This is an optimization exercise on Yosys and OpenROAD, whose aim is small area, not a production implementation. In this exercise RTL edits were held to simulation tests only and were not proved equivalent to the original. Power is estimated from default activity; no workload was simulated.

the reference run:
## median_filter
module median_filter (
    input rst,
    input [7:0] image_input,
    input enable,
    input enable_process,
    input clk,
    output [7:0] image_output
);
    localparam Depth = 8;  
    localparam Width = 6;  
    localparam N = Depth*Width;
    reg [8*N-1:0] ring;
    reg [3:0] row;
    reg [2:0] col;
    wire [8*N-1:0] ring_next;
    wire rotate = enable_process & ~enable;  
    wire shift = enable | enable_process;
    ring_step #(.N(N)) step (.ring(ring), .image_input(image_input),
        .load(enable), .rotate(rotate), .shift(shift), .hold(~shift),
        .ring_next(ring_next));
    always @(posedge clk)
        ring <= ring_next;
    wire top    = ~row[3] & ~row[0];
    wire bottom = row[3] & ~row[2];
    wire left   = ~col[2] & ~col[0];
    wire right  = col[2] & ~col[1];
    always @(posedge clk, posedge rst) begin
        if (rst) begin
            row <= 4'b1000;
            col <= 3'b100;
        end else if (enable_process) begin
            row <= {row[2:0], ~row[3]};
            if (bottom)
                col <= {col[1:0], ~col[2]};
        end
    end
    wire [7:0] x [0:8];
    wire [8:0] valid;
    assign x[0] = ring[7:0];  assign valid[0] = 1'b1;               
    assign x[1] = ring[15:8];  assign valid[1] = ~top;               
  ...
For scale: ~1200 cells after synthesis, ~390 flip-flops, ~20 I/O pins, roughly 13000 sq um of cells after synthesis.
clock: 50.0 ns
lec_check: 0
abc_area: 1
cap_margin: 20
core_margin: 2
core_utilization: 70
place_density: 0.8
slew_margin: 20
synth_hierarchical: 1
standard.sh (not shown) runs the stock make flow with config.mk's settings and CLKGATE_MAP_FILE= SYNTH_SCRIPT=/design/flow/synth_recipe.tcl, a recipe that flattens the netlist after the stock synthesis.
==> flow/flow/run.sh <==
#!/bin/bash
# Layout flow: the standard flow (standard.sh) with
#  - synthesis mapped by an area-oriented ABC script (flow/my_synth.tcl,
#    flow/area.abc); registers are the standard synthesis's,
#  - clock tree synthesis without dummy loads, with small clock buffers,
#  - the smallest buffer for the port buffers,
# Each tool writes its full log under orfs/logs/; make's output goes to run.log.
set -euo pipefail
W=$PWD
export MY_ABC_SCRIPT=$W/flow/area.abc
export FLOW_SYNTH_TCL=$W/synth_recipe.tcl
CTS="-sink_clustering_enable -repair_clock_nets -dont_use_dummy_load -buf_list sky130_fd_sc_hd__clkbuf_8 -sink_clustering_size 20 -sink_clustering_max_diameter 40"
bash standard.sh SYNTH_SCRIPT=$W/flow/my_synth.tcl "CTS_ARGS=$CTS" \
  "BUFFER_PORTS_ARGS=-buffer_cell sky130_fd_sc_hd__buf_1" \
  finish > run.log 2>&1
==> flow/flow/area.abc <==
strash
&get -n
&deepsyn -I 4 -J 20 -S 1
&st
&dch
&nf -R 1000
&put
topo
==> flow/flow/my_synth.tcl <==
# The standard synthesis (synth_recipe.tcl, sourced unchanged below) with
# one change: the final technology mapping (the abc command of ORFS's
# synth.tcl) uses the area-oriented ABC script MY_ABC_SCRIPT in place of
# ORFS's, without ABC's buffering and up-sizing. Registers are mapped before
# this step (dfflibmap), so they are the standard synthesis's.
proc abc {args} {
  set i [lsearch -exact $args -script]
  if {$i >= 0} { lset args [expr {$i + 1}] $::env(MY_ABC_SCRIPT) }
  puts "abc with $::env(MY_ABC_SCRIPT): $args"
  yosys abc {*}$args
}
source $::env(FLOW_SYNTH_TCL)
The reference run went all the way through synthesis, placement and routing and the layout is clean on timing, DRC and antenna.
Here is what was changed in the inputs of the trial run compared with the reference run.
Settings: CORE_UTILIZATION: 70 -> 60; PLACE_DENSITY: 0.8 -> 0.7.
-- flow/flow/run.sh --
<<< the reference run, line 12
CTS="-sink_clustering_enable -repair_clock_nets -dont_use_dummy_load -buf_list sky130_fd_sc_hd__clkbuf_8 -sink_clustering_size 20 -sink_clustering_max_diameter 40"
>>> the trial run, line 12
CTS="-sink_clustering_enable -repair_clock_nets -dont_use_dummy_load -buf_list sky130_fd_sc_hd__clkbuf_8 -sink_clustering_size 16 -sink_clustering_max_diameter 35"
## What came out
Taking the reference run as the reference point, the layout overhead on the synthesized area of the trial run rises by 2.0 points.
The trial run vs. the reference run: cell area climbed 1.9%; share of power burned in combinational logic dropped 1.4 points; sequential share of layout area dropped 1.0 points; via count dropped 40; die area climbed about 16%.
Compared with the reference run, the trial run shows met2 wirelength from detailed routing that has gone down by a few percent.
Compared with the reference run, the trial run shows a higher wire length of the first global-routing pass.

========
== gamma ==
Another version of the RTL of median_filter (not shown whole).
For scale: ~1200 cells after synthesis, about 390 flip-flops, roughly 14000 um^2 of cells after synthesis.
==> flow/design.v (excerpt) <==
module median_filter (
    input rst,
    input [7:0] image_input,
    input enable,
    input enable_process,
    input clk,
    output [7:0] image_output
);
==> flow/config.mk <==
export PLATFORM = sky130hd
export DESIGN_NAME = median_filter
export DESIGN_NICKNAME = median_filter
export VERILOG_FILES = /design/flow/design.v
export SDC_FILE = /design/flow/constraint.sdc
export NUM_CORES = 8
export LEC_CHECK = 0
export ABC_AREA = 1
export CAP_MARGIN = 20
export CORE_MARGIN = 2
export CORE_UTILIZATION = 60
export PLACE_DENSITY = 0.7
export SLEW_MARGIN = 20
export SYNTH_HIERARCHICAL = 1
==> flow/constraint.sdc <==
create_clock -name core_clock -period 50.0 [get_ports {clk}]
set_input_delay 10.0000 -clock core_clock [delete_from_list [all_inputs] [get_ports {clk}]]
set_output_delay 10.0000 -clock core_clock [all_outputs]
set_load 0.01 [all_outputs]
==> flow/flow/run.sh <==
#!/bin/bash
# Layout flow: the standard flow (standard.sh) with
#  - synthesis mapped by an area-oriented ABC script (flow/my_synth.tcl),
#  - clock tree synthesis without dummy loads, with small clock buffers,
#  - the smallest buffer for the port buffers.
# Each tool writes its full log under orfs/logs/; make's output goes to run.log.
set -euo pipefail
W=$PWD
export MY_ABC_SCRIPT=$W/flow/area.abc
export FLOW_SYNTH_TCL=$W/synth_recipe.tcl
CTS="-sink_clustering_enable -repair_clock_nets -dont_use_dummy_load -buf_list sky130_fd_sc_hd__clkbuf_4 -sink_clustering_size 10 -sink_clustering_max_diameter 40"
bash standard.sh SYNTH_SCRIPT=$W/flow/my_synth.tcl "CTS_ARGS=$CTS" \
  "BUFFER_PORTS_ARGS=-buffer_cell sky130_fd_sc_hd__buf_1" finish > run.log 2>&1
Scripts as last shown in full above: flow/flow/area.abc, flow/flow/my_synth.tcl
gamma: no failed stages, no open violations at the end
Here is what was changed in the inputs of epsilon compared with gamma.
diff --git a/flow/flow/run.sh b/flow/flow/run.sh
--- a/flow/flow/run.sh
+++ b/flow/flow/run.sh
@@ -11 +11 @@
-CTS="-sink_clustering_enable -repair_clock_nets -dont_use_dummy_load -buf_list sky130_fd_sc_hd__clkbuf_4 -sink_clustering_size 10 -sink_clustering_max_diameter 40"
+CTS="-sink_clustering_enable -repair_clock_nets -dont_use_dummy_load -buf_list sky130_fd_sc_hd__clkbuf_16 -sink_clustering_size 40 -sink_clustering_max_diameter 60"
==> run notes <==
Looking at gamma and epsilon, the core box area is a wash.
Proportion of cell area occupied by multi-input gates, gamma and epsilon: lower on epsilon
Largest voltage drop on the vdd net, gamma and epsilon: larger value in epsilon

## re-timing with driven ports
In the flow no input, the clock included, has a driving cell. The finished layouts below were timed again as built, in two steps. Step 1 assumes that a clkbuf_16 drives the clock port and a buf_2 every other input. Step 2, shift: input delay + t, output delay - t, t = (earliest + latest rising clock arrival at the registers) / 2. This alone moves slack from input paths to output paths. a / b / c = no drivers / after step 1 / after step 2; a / b = the first two.
run	shift t [ns]	setup WS [ns]	clock arrival spread, ns	slew at the worst register clock pin (ns)
the reference run	0.604	24.091 / 24.049 / 24.653	0.093 / 0.093	0.11 / 0.11
the trial run	0.579	24.714 / 24.672 / 25.251	0.076 / 0.076	0.09 / 0.09
gamma	0.676	23.415 / 23.373 / 24.049	0.105 / 0.105	0.10 / 0.10
epsilon	0.559	23.506 / 23.461 / 24.020	0.051 / 0.051	0.10 / 0.10
After both steps setup and hold are still met in every run listed.
